This design comes from an exercise in tuning for small area, a short achievable clock period and few clock cycles on the open sky130 flow, not from production work.
In this exercise RTL edits were held to simulation tests only and were not proved equivalent to the original.

// US_CSC
module US_CSC (
   input  logic            Clock,
   input  logic            Resetn,
   output logic            SRAM_we_n,
   output logic   [17:0]   SRAM_address,
   input  logic   [15:0]   SRAM_read_data,
   output logic   [15:0]   SRAM_write_data,
   input  logic            US_CSC_enable,
   output logic            US_CSC_complete
);
export LEC_CHECK = 0
export CAP_MARGIN = 20
export CORE_MARGIN = 2
export CORE_UTILIZATION = 40
export SLEW_MARGIN = 20
create_clock -name core_clock -period 13.5 [get_ports {Clock}]
standard.sh (not shown) runs the stock make flow with config.mk's settings and CLKGATE_MAP_FILE= SYNTH_SCRIPT=/design/flow/synth_recipe.tcl, a recipe that flattens the netlist after the stock synthesis.
==> flow/flow/run.sh <==
#!/bin/bash
# Standard ORFS layout at the design's clock period and constraints; repair_timing
# is asked to keep extra setup slack so it works on the longest paths.
bash standard.sh SETUP_SLACK_MARGIN=9 CORE_UTILIZATION=70 finish > standard_run.log 2>&1
The first run finished with timing, DRC and antenna clean.
Testbench counts at the start, summed over its fixed seeds: cycles 1,536,168.
Rerun with:
--- a/flow/flow/run.sh
+++ b/flow/flow/run.sh
@@ -4 +4 @@
-bash standard.sh SETUP_SLACK_MARGIN=9 CORE_UTILIZATION=70 finish > standard_run.log 2>&1
+bash standard.sh SETUP_SLACK_MARGIN=9 TNS_END_PERCENT=10 CORE_UTILIZATION=60 CTS_BUF_LIST=sky130_fd_sc_hd__clkbuf_8 finish > standard_run.log 2>&1
The changed run finished clean.
First-iteration DRC count went down by about a fifth.
Final cell count goes up by a few percent.
Hold slack barely changes.
Wire length fell by a few percent.
Rerun with:
==> flow/flow/run.sh (replaced) <==
#!/bin/bash
# Standard ORFS layout at the design's clock period and constraints; repair_timing
# is asked to keep extra setup slack so it works on the longest paths.
bash standard.sh SETUP_SLACK_MARGIN=9 CORE_UTILIZATION=60 CTS_BUF_LIST=sky130_fd_sc_hd__clkbuf_16 CTS_CLUSTER_SIZE=24 CTS_CLUSTER_DIAMETER=60 finish > standard_run.log 2>&1
The changed run ran to the end with no violations.
Via count falls by 0.31%.
Register-to-register slack is better by 30 ps.
Worst setup slack is better by 25 ps.
Die area does not change.
Synthesized area is unchanged.
Cell count falls by 1.5%.

---

Another version of the RTL of US_CSC (not shown whole).
Size: ~2,000 cells after synthesis, about 310 flip-flops, ~55 I/O pins.
clock: 13.5 ns
lec_check: 0
cap_margin: 20
core_margin: 2
core_utilization: 40
slew_margin: 20
==> flow/flow/run.sh <==
#!/bin/bash
# The standard ORFS layout (standard.sh: standard synthesis, the design's clock
# period and constraints), with these changes to how the layout is made:
#  - every input and output port still gets a buffer, but a plain buf_2 instead of
#    the clkdlybuf4s50_1 delay cell that buffer_ports picks by default;
#  - repair_timing keeps 9 ns of setup slack as margin, so it also shortens paths
#    that already meet the 13.5 ns clock (upsizing, buffering, pin swaps);
#  - 60% core utilization;
#  - clock tree from clkbuf_16 cells with sink clusters of at most 24 sinks / 60 um.
# make's output goes to standard_run.log; ORFS keeps each step's log under orfs/logs/.
bash standard.sh SETUP_SLACK_MARGIN=9 CORE_UTILIZATION=60 GPL_TIMING_DRIVEN=1 \
  "BUFFER_PORTS_ARGS=-buffer_cell sky130_fd_sc_hd__buf_2" \
  CTS_BUF_LIST=sky130_fd_sc_hd__clkbuf_16 CTS_CLUSTER_SIZE=24 CTS_CLUSTER_DIAMETER=60 \
  finish > standard_run.log 2>&1
Testbench counts at the start, summed over its fixed seeds: cycles 1,536,168.
Then changed:
--- a/flow/flow/run.sh
+++ b/flow/flow/run.sh
@@ -5,8 +5,8 @@
 #    the clkdlybuf4s50_1 delay cell that buffer_ports picks by default;
-#  - repair_timing keeps 9 ns of setup slack as margin, so it also shortens paths
+#  - repair_timing keeps 9.2 ns of setup slack as margin, so it also shortens paths
 #    that already meet the 13.5 ns clock (upsizing, buffering, pin swaps);
-#  - 60% core utilization;
+#  - 65% core utilization;
 #  - clock tree from clkbuf_16 cells with sink clusters of at most 24 sinks / 60 um.
 # make's output goes to standard_run.log; ORFS keeps each step's log under orfs/logs/.
-bash standard.sh SETUP_SLACK_MARGIN=9 CORE_UTILIZATION=60 GPL_TIMING_DRIVEN=1 \
+bash standard.sh SETUP_SLACK_MARGIN=9.2 CORE_UTILIZATION=65 \
   "BUFFER_PORTS_ARGS=-buffer_cell sky130_fd_sc_hd__buf_2" \
The changed run produced a clean layout. Via count came out higher by 3.8%. Routed wire length came out higher by 7.4%. Setup slack improves by 0.015 ns. Global-route usage came out higher by 3.0 points.
Then changed:
--- a/flow/flow/run.sh
+++ b/flow/flow/run.sh
@@ -5,8 +5,8 @@
 #    the clkdlybuf4s50_1 delay cell that buffer_ports picks by default;
-#  - repair_timing keeps 9.2 ns of setup slack as margin, so it also shortens paths
+#  - repair_timing keeps 9 ns of setup slack as margin, so it also shortens paths
 #    that already meet the 13.5 ns clock (upsizing, buffering, pin swaps);
-#  - 65% core utilization;
+#  - 60% core utilization;
 #  - clock tree from clkbuf_16 cells with sink clusters of at most 24 sinks / 60 um.
 # make's output goes to standard_run.log; ORFS keeps each step's log under orfs/logs/.
-bash standard.sh SETUP_SLACK_MARGIN=9.2 CORE_UTILIZATION=65 \
+bash standard.sh SETUP_SLACK_MARGIN=9 CORE_UTILIZATION=60 \
   "BUFFER_PORTS_ARGS=-buffer_cell sky130_fd_sc_hd__buf_2" \
After rerunning: First-iteration DRC count went down by 13%; global-route usage shrinks by 3.0 points; synthesized cell count is unchanged; worst setup slack got worse by 0.015 ns.

---

US_CSC with an RTL version that a note above also has.
For scale: ~1900 cells after synthesis, ~290 flip-flops, ~55 I/O pins, roughly 21000 um^2 of cells after synthesis.
clock: 13.5 ns
lec_check: 0
cap_margin: 20
core_margin: 2
core_utilization: 40
slew_margin: 20
==> flow/flow/run.sh <==
#!/bin/bash
# Standard ORFS layout at the design's clock period and constraints; repair_timing
# is asked to keep extra setup slack so it works on the longest paths.
bash standard.sh SETUP_SLACK_MARGIN=9 CORE_UTILIZATION=60 CTS_BUF_LIST=sky130_fd_sc_hd__clkbuf_8 finish > standard_run.log 2>&1
Testbench counts at the start, summed over its fixed seeds: cycles 1,536,168.
Rerun with:
==> flow/flow/run.sh (replaced) <==
#!/bin/bash
# Standard ORFS layout at the design's clock period and constraints; repair_timing
# is asked to keep 9 ns of setup slack, so it works on every path over 4.5 ns.
bash standard.sh SETUP_SLACK_MARGIN=9 CORE_UTILIZATION=60 finish > standard_run.log 2>&1
After rerunning: Clock skew goes down by 0.0068 ns. Non-clock buffer count climbs by 16. Setup slack is worse by 0.031 ns. Synthesized cell count stays the same. Hold slack gains 0.0031 ns. Global-route usage stays flat. Register-to-register slack gains 0.02 ns. Routed wire length climbs by 0.52%. Count of clock-buffer cells in the layout came out lower by 17. Area after synthesis is unchanged.

---

Setup of red:
RTL: one of the versions met above, not the one the previous note started from.
Size: about 2,000 cells after synthesis, about 310 flip-flops, roughly 55 I/O pins, roughly 21,000 um^2 of cells after synthesis.
// US_CSC
module US_CSC (
   input  logic            Clock,
   input  logic            Resetn,
   output logic            SRAM_we_n,
   output logic   [17:0]   SRAM_address,
   input  logic   [15:0]   SRAM_read_data,
   output logic   [15:0]   SRAM_write_data,
   input  logic            US_CSC_enable,
   output logic            US_CSC_complete
);
clock: 13.5 ns
lec_check: 0
cap_margin: 20
core_margin: 2
core_utilization: 40
slew_margin: 20
==> flow/flow/run.sh <==
#!/bin/bash
# The standard ORFS layout (standard.sh: standard synthesis, the design's clock
# period and constraints), with these changes to how the layout is made:
#  - every input and output port still gets a buffer, but a plain buf_2 instead of
#    the clkdlybuf4s50_1 delay cell that buffer_ports picks by default;
#  - repair_timing keeps 9 ns of setup slack as margin, so it also shortens paths
#    that already meet the 13.5 ns clock (upsizing, buffering, pin swaps);
#  - 65% core utilization;
#  - clock tree from clkbuf_16 cells with sink clusters of at most 32 sinks / 60 um.
# make's output goes to standard_run.log; ORFS keeps each step's log under orfs/logs/.
bash standard.sh SETUP_SLACK_MARGIN=9 CORE_UTILIZATION=65 \
  "BUFFER_PORTS_ARGS=-buffer_cell sky130_fd_sc_hd__buf_2" \
  CTS_BUF_LIST=sky130_fd_sc_hd__clkbuf_16 CTS_CLUSTER_SIZE=32 CTS_CLUSTER_DIAMETER=60 \
  finish > standard_run.log 2>&1
Testbench counts of red, summed over its fixed seeds: cycles 1,536,168.
Edits applied to the flow inputs when going from red to orange:
-- flow/flow/run.sh --
<<< red, line 8
#  - 65% core utilization;
#  - clock tree from clkbuf_16 cells with sink clusters of at most 32 sinks / 60 um.
# make's output goes to standard_run.log; ORFS keeps each step's log under orfs/logs/.
>>> orange, line 8
#  - 65% core utilization;
#  - clock tree from clkbuf_16 cells with sink clusters of at most 24 sinks / 60 um.
# make's output goes to standard_run.log; ORFS keeps each step's log under orfs/logs/.
<<< red, line 12
  "BUFFER_PORTS_ARGS=-buffer_cell sky130_fd_sc_hd__buf_2" \
  CTS_BUF_LIST=sky130_fd_sc_hd__clkbuf_16 CTS_CLUSTER_SIZE=32 CTS_CLUSTER_DIAMETER=60 \
  finish > standard_run.log 2>&1
>>> orange, line 12
  "BUFFER_PORTS_ARGS=-buffer_cell sky130_fd_sc_hd__buf_2" \
  CTS_BUF_LIST=sky130_fd_sc_hd__clkbuf_16 CTS_CLUSTER_SIZE=24 CTS_CLUSTER_DIAMETER=60 \
  finish > standard_run.log 2>&1
==> comparison <==
- Diff red -> orange: filler cell count level; cell row count comparable; maximum number of buffers from clock root to sink level; final estimated routing congestion in global placement ~0 delta; number of buffers added for setup after CTS level.

---

Setup of alpha:
Another version of the RTL of US_CSC (not shown whole).
Size: roughly 310 flip-flops, roughly 55 I/O pins, ~0.021 mm² of cells after synthesis.
Design US_CSC, start of the top module:
module US_CSC (
   input  logic            Clock,
   input  logic            Resetn,
   output logic            SRAM_we_n,
   output logic   [17:0]   SRAM_address,
   input  logic   [15:0]   SRAM_read_data,
   output logic   [15:0]   SRAM_write_data,
   input  logic            US_CSC_enable,
   output logic            US_CSC_complete
);
clock: 13.5 ns
lec_check: 0
cap_margin: 20
core_margin: 2
core_utilization: 40
slew_margin: 20
==> flow/flow/run.sh <==
#!/bin/bash
# The standard ORFS layout (standard.sh: standard synthesis, the design's clock
# period and constraints), with these changes to how the layout is made:
#  - repair_timing keeps 9 ns of setup slack as margin, so it also shortens paths
#    that already meet the 13.5 ns clock (upsizing, buffering, pin swaps);
#  - 60% core utilization;
#  - clock tree from clkbuf_16 cells with sink clusters of at most 24 sinks / 60 um.
# make's output goes to standard_run.log; ORFS keeps each step's log under orfs/logs/.
bash standard.sh SETUP_SLACK_MARGIN=9 CORE_UTILIZATION=60 \
  CTS_BUF_LIST=sky130_fd_sc_hd__clkbuf_16 CTS_CLUSTER_SIZE=24 CTS_CLUSTER_DIAMETER=60 \
  finish > standard_run.log 2>&1
Testbench counts of alpha, summed over its fixed seeds: cycles 1,536,168.
Input-level comparison between beta and alpha:
==> flow/flow/run.sh <==
#!/bin/bash
# Standard ORFS layout at the design's clock period and constraints; repair_timing
# is asked to keep extra setup slack so it works on the longest paths.
bash standard.sh SETUP_SLACK_MARGIN=9 CORE_UTILIZATION=60 CTS_BUF_LIST=sky130_fd_sc_hd__clkbuf_16 CTS_CLUSTER_SIZE=24 CTS_CLUSTER_DIAMETER=60 finish > standard_run.log 2>&1
Results
No stage failed in beta, and the final checks on the layout all came back clean.
From beta to alpha, post-detailed-route DRC marker count did not move at all.
From beta to alpha, sum of negative setup slack did not move at all.
As far as synthesis-to-layout area growth goes, beta and alpha are indistinguishable; the numbers are identical.
Comparing alpha against beta, there is no change at all in TritonCTS buffer count.
Per the comparison of beta with alpha, compound-gate portion of the synthesized area comparable; die area about even; count of hold-fix buffers inserted at cts neither gained nor lost much.
Setup changes, beta to gamma
==> flow/flow/run.sh <==
#!/bin/bash
# The standard ORFS layout (standard.sh) with a larger repair_timing setup margin,
# a different core utilization and clock-tree buffers; make's output goes to
# standard_run.log, ORFS keeps each step's log under orfs/logs/.
bash standard.sh SETUP_SLACK_MARGIN=9.5 CORE_UTILIZATION=60 CTS_BUF_LIST=sky130_fd_sc_hd__clkbuf_16 CTS_CLUSTER_SIZE=24 CTS_CLUSTER_DIAMETER=60 finish > standard_run.log 2>&1
gamma reports a lower final critical-path share of the clock period than beta does. Layout filler cell count ends up lower on gamma. gamma ends up with higher worst relative slew slack than beta does. Wire: gamma routes more than beta. For synthesized cell count, beta and gamma come out practically identical. beta -> gamma: fraction of the mapped netlist area in compound gates delta 0, exact match. The area after synthesis was comparable across gamma and beta. Looking at gamma and beta, the die area is a wash. beta vs gamma, start point of the critical path: greg[8]$_DFF_P_ vs vp[8]$_SDFF_PP0_.

==> re-timing with driven ports <==
In the flow no input, the clock included, has a driving cell. The finished layouts below were timed again as built, in two steps. Step 1 sets driving cells, clkbuf_16 on the clock port and buf_2 on the other inputs (assumed; they add their load-dependent delay and slew). Step 2, shift: input delay + t, output delay - t, t = (earliest + latest rising clock arrival at the registers) / 2. This alone moves slack from input paths to output paths. Slacks: no drivers / after step 1 / after step 2; pairs: no drivers / after step 1.
| run | shift t [ns] | slack for setup (ns) | pins driven straight from the clock port |
|---|---|---|---|
| the first run of note 1 | 0.615 | 8.680 / 8.680 / 8.680 | 1 |
| the second run of note 1 | 0.613 | 8.775 / 8.752 / 8.775 | 1 |
| the third run of note 1 | 0.607 | 8.801 / 8.763 / 8.801 | 1 |
| the first run of note 2 | 0.605 | 9.090 / 9.040 / 9.090 | 1 |
| the second run of note 2 | 0.612 | 9.105 / 9.105 / 9.105 | 1 |
| the third run of note 2 | 0.605 | 9.090 / 9.040 / 9.090 | 1 |
| the first run of note 3 | 0.633 | 8.834 / 8.834 / 8.834 | 1 |
| the second run of note 3 | 0.629 | 8.803 / 8.750 / 8.854 | 1 |
| red | 0.611 | 9.116 / 9.058 / 9.130 | 1 |
| orange | 0.611 | 9.116 / 9.058 / 9.130 | 1 |
| alpha | 0.598 | 8.951 / 8.896 / 9.003 | 1 |
| beta | 0.598 | 8.951 / 8.896 / 9.003 | 1 |
| gamma | 0.627 | 9.036 / 8.992 / 9.036 | 1 |
After both steps every run listed still meets setup and hold.
